Background: an optimization exercise with open tools, aiming at small area. Do not read the settings as production practice.
The RTL was checked by simulation tests, not by an equivalence proof against the original design.
Power is estimated from default activity; no workload was simulated.

Setup of v15:
==> module vga_time_generator, before the edit <==
module vga_time_generator(
  input             clk,
  input             rst,
  output reg [10:0] q,
  output reg [9:0]  y,
  output reg [4:0]  w,
  output            step200,
  output            vga_clk,
  output            vga_hs,
  output            vga_vs,
  output            vga_blank,
  output            border
);
function ge11(input [10:0] v, input [10:0] c);
  integer i; reg t;
  begin t = 1'b1; for (i = 0; i < 11; i = i + 1) t = c[i] ? (v[i] & t) : (v[i] | t); ge11 = t; end
endfunction
function ge10(input [9:0] v, input [9:0] c);
  integer i; reg t;
  begin t = 1'b1; for (i = 0; i < 10; i = i + 1) t = c[i] ? (v[i] & t) : (v[i] | t); ge10 = t; end
endfunction
reg fresh;    
wire q_jump = q[10] & ~q[9] & (&q[7:1]) & ~q[0];    
wire line   = (q == 11'd1951);                        
wire [7:0] qh = q[10:3];
assign step200 = (q[2:0] == 3'd2) &
  (qh == 8'd22 | qh == 8'd47 | qh == 8'd72 | qh == 8'd97 | qh == 8'd122 | qh == 8'd147 | qh == 8'd228 | qh == 8'd253);
wire y_jump = ~y[9] & y[8] & y[7] & y[6] & (&y[4:0]);  
reg [10:0] q_inc; reg [9:0] y_inc; reg [4:0] w_inc; reg w_cy;
integer i; reg c;
always @(*) begin
  c = 1'b1;
  for (i = 0; i < 11; i = i + 1) begin q_inc[i] = q[i] ^ c; c = c & q[i]; end
  c = line;
  for (i = 0; i < 10; i = i + 1) begin y_inc[i] = y[i] ^ c; c = c & y[i]; end
  c = step200;
  for (i = 0; i < 5; i = i + 1) begin w_inc[i] = w[i] ^ c; c = c & w[i]; end
  w_cy = c;
end
always @(posedge clk) begin
  fresh <= rst;
  q <= (rst | q_jump) ? 11'd1727 : q_inc;
  y <= (rst | (line & y_jump)) ? 10'd979 : y_inc;
  w <= (rst | w_cy) ? 5'd7 : w_inc;
end
assign vga_clk   = ~q[0];
assign vga_hs    = ~fresh & (~ge11(q, 11'd1760) | ge11(q, 11'd1952));
assign vga_vs    = ~fresh & ~(y == 10'd989 || y == 10'd990);
assign vga_blank = ~(q[10] & q[9] & (q[8] | q[6])) & ~y[9];
assign border    = ~ge11(q, 11'd43) | ge11(q, 11'd1241) | ~ge10(y, 10'd21) | ge10(y, 10'd460);
endmodule
clock: 20.0 ns
lec_check: 0
abc_area: 1
cap_margin: 20
core_margin: 2
core_utilization: 40
slew_margin: 20
standard.sh (not shown) runs the stock make flow with config.mk's settings and CLKGATE_MAP_FILE= SYNTH_SCRIPT=/design/flow/synth_recipe.tcl, a recipe that flattens the netlist after the stock synthesis.
==> flow/flow/run.sh <==
#!/bin/bash
set -uo pipefail
W=$(pwd)
F=$W/flow
R=$W/orfs/results/$FLOW_PLATFORM/ESLab_VGA/base
YOSYS=$FLOW_HOME/../tools/install/yosys/bin/yosys
export LIB=$FLOW_HOME/platforms/sky130hd/lib/sky130_fd_sc_hd__tt_025C_1v80.lib
export TOP=$FLOW_TOP

bash standard.sh synth > std_synth.log 2>&1 || exit 1
cp $R/1_2_yosys.v std.v

export DU="$(grep -oE 'cell \("sky130_fd_sc_hd__(lpflow|probe)[a-z0-9_]*' $LIB | sed 's/cell ("/-dont_use /' | tr '\n' ' ')"
$YOSYS -q -p "read_liberty -ignore_miss_func $LIB; write_verilog -noattr models_raw.v" > models.log 2>&1
python3 $F/models.py models_raw.v models.v >> models.log 2>&1
export MODELS=$W/models.v

# candidate NAME: make cand_NAME.v, then check it
reopt() {  # name script
  MODELS=$W/models.v IN_V=$W/std.v OUT_V=$W/cand_$1.v ABC_SCRIPT=$F/$2 $YOSYS -c $F/reopt.tcl > cand_$1.log 2>&1
}
own() {    # name script
  DESIGN_V=$W/design.v OUT_V=$W/own_$1.v ABC_SCRIPT=$F/$2 $YOSYS -c $F/own.tcl > cand_$1.log 2>&1 &&
  python3 $F/rename.py std.v own_$1.v cand_$1.v >> cand_$1.log 2>&1
}
reopt A abc.script &
reopt C abc_deep.script &
own D abc_deep.script &
own E abc_deepmfs.script &
own F abc_deepmfs_s1.script &
reopt G abc_deepmfs_s1.script &
wait

best=std; best_area=1e12
for c in A C D E F G; do
  [[ -f cand_$c.v ]] || continue
  if IN_V=$W/std.v OUT_V=$W/cand_$c.v $YOSYS -c $F/equiv.tcl > equiv_$c.log 2>&1; then
    a=$($YOSYS -q -p "read_liberty -lib $LIB; read_verilog cand_$c.v; hierarchy -top $TOP; tee -o /dev/stdout stat -liberty $LIB" 2>/dev/null | grep "Chip area" | awk '{print $NF}')
    echo "candidate $c: proven equivalent, area $a" >> choice.txt
    if [[ -n "$a" ]] && python3 -c "import sys; sys.exit(0 if float('$a') < float('$best_area') else 1)"; then
      best=$c; best_area=$a
    fi
  else
    echo "candidate $c: not proven equivalent" >> choice.txt
  fi
done
echo "chosen: $best" >> choice.txt
if [[ $best != std ]]; then cp cand_$best.v $R/1_2_yosys.v; fi
touch $R/1_2_yosys.v

export BUFFER_PORTS_ARGS="-buffer_cell sky130_fd_sc_hd__buf_1"
export CTS_ARGS="-sink_clustering_enable -repair_clock_nets -dont_use_dummy_load -buf_list sky130_fd_sc_hd__clkbuf_8"
bash standard.sh finish > std_finish.log 2>&1 || exit 1
test -f out/final.def
Other scripts of this flow, unchanged in this note and not shown: flow/flow/abc.script, flow/flow/abc_deep.script, flow/flow/abc_deepmfs.script, flow/flow/abc_deepmfs_s1.script, flow/flow/equiv.tcl, flow/flow/models.py, flow/flow/own.tcl, flow/flow/rename.py, flow/flow/reopt.tcl
Edits applied to the flow inputs when going from v15 to v34:
==> flow/design.v, changed modules only <==
module vga_time_generator(
  input             clk,
  input             rst,
  output reg [10:0] q,
  output reg [9:0]  y,
  output reg [4:0]  w,
  output            step200,
  output            vga_clk,
  output            vga_hs,
  output            vga_vs,
  output            vga_blank,
  output            border
);
function ge11(input [10:0] v, input [10:0] c);
  integer i; reg t;
  begin t = 1'b1; for (i = 0; i < 11; i = i + 1) t = c[i] ? (v[i] & t) : (v[i] | t); ge11 = t; end
endfunction
function ge10(input [9:0] v, input [9:0] c);
  integer i; reg t;
  begin t = 1'b1; for (i = 0; i < 10; i = i + 1) t = c[i] ? (v[i] & t) : (v[i] | t); ge10 = t; end
endfunction
reg fresh;    
reg line;
wire q_jump = q[10] & ~q[9] & (&q[7:1]) & ~q[0];    
wire [7:0] qh = q[10:3];
assign step200 = (q[2:0] == 3'd2) &
  (qh == 8'd22 | qh == 8'd47 | qh == 8'd72 | qh == 8'd97 | qh == 8'd122 | qh == 8'd147 | qh == 8'd228 | qh == 8'd253);
wire y_jump = ~y[9] & y[8] & y[7] & y[6] & (&y[4:0]);  
reg [10:0] q_inc; reg [9:0] y_inc; reg [4:0] w_inc; reg w_cy;
integer i; reg c;
always @(*) begin
  c = 1'b1;
  for (i = 0; i < 11; i = i + 1) begin q_inc[i] = q[i] ^ c; c = c & q[i]; end
  line = c;    
  for (i = 0; i < 10; i = i + 1) begin y_inc[i] = y[i] ^ c; c = c & y[i]; end
  c = step200;
  for (i = 0; i < 5; i = i + 1) begin w_inc[i] = w[i] ^ c; c = c & w[i]; end
  w_cy = c;
end
always @(posedge clk) begin
  fresh <= rst;
  q <= (rst | q_jump) ? 11'd1727 : q_inc;
  y <= (rst | (line & y_jump)) ? 10'd979 : y_inc;
  w <= (rst | w_cy) ? 5'd7 : w_inc;
end
assign vga_clk   = ~q[0];
assign vga_hs    = ~fresh & (~ge11(q, 11'd1760) | ge11(q, 11'd1952));
assign vga_vs    = ~fresh & ~(ge11(q, 11'd1952) ? (y == 10'd988 || y == 10'd989) : (y == 10'd989 || y == 10'd990));
assign vga_blank = ~(q[10] & q[9] & (q[8] | q[6])) & ~y[9];
assign border    = ~ge11(q, 11'd43) | ge11(q, 11'd1241) | ~ge10(y, 10'd21) | ge10(y, 10'd460);
endmodule
Results
- v34 against v15: register-to-register setup slack went down 0.10 ns, total power +0.60%, power density normalized to cell area went up by 1.0 nW/µm².
- From v15 to v34 the numbers moved as follows: minimum period implied by the final worst setup slack has decreased, signed area change from the synthesized netlist to the final layout has remained practically unchanged, final worst clock skew has remained practically unchanged, multi-input combinational cell count has decreased.
- Against v15, wire length in v34 rose slightly.
- The share of power burned in the clock network of v34 exceeds that of v15 by 0.7 points.
- Diff v34..v15 | overall routing resource usage | negligible
- Result: PASS for each of v34 and v15
- When the final numbers for v34 and v15 were put side by side, the relative max-transition margin turned out to be greater in v15.
- Going from v15 to v34, the placed wire-length estimate was found to have gone down by 21 µm.
- Summary of v34 over v15: path depth of the worst reg2reg path increased 40%, synthesized cell count lost 6.

-- re-timing with driven ports --
No port has a modelled driver above. Below, the same layouts with a new extraction and two added sets of constraints.
Step 1 assumes that a clkbuf_16 drives the clock port and a buf_2 every other input.
Step 2, shift: input delay + t, output delay - t, t = (earliest + latest rising clock arrival at the registers) / 2. This alone moves slack from input paths to output paths.
Three values: ideal ports, drivers, drivers and shift; two values: the first two.
run	shift t [ns]	setup slack, ns	hold slack, ns
v15	0.324	11.718 / 11.696 / 11.696	0.414 / 0.414 / 0.414
v34	0.335	11.730 / 11.709 / 11.709	0.428 / 0.428 / 0.428
After both steps setup and hold are still met in every run listed. For v15, which loses most, drivers alone change the setup slack by -0.022 ns; drivers and shift together by -0.022 ns.
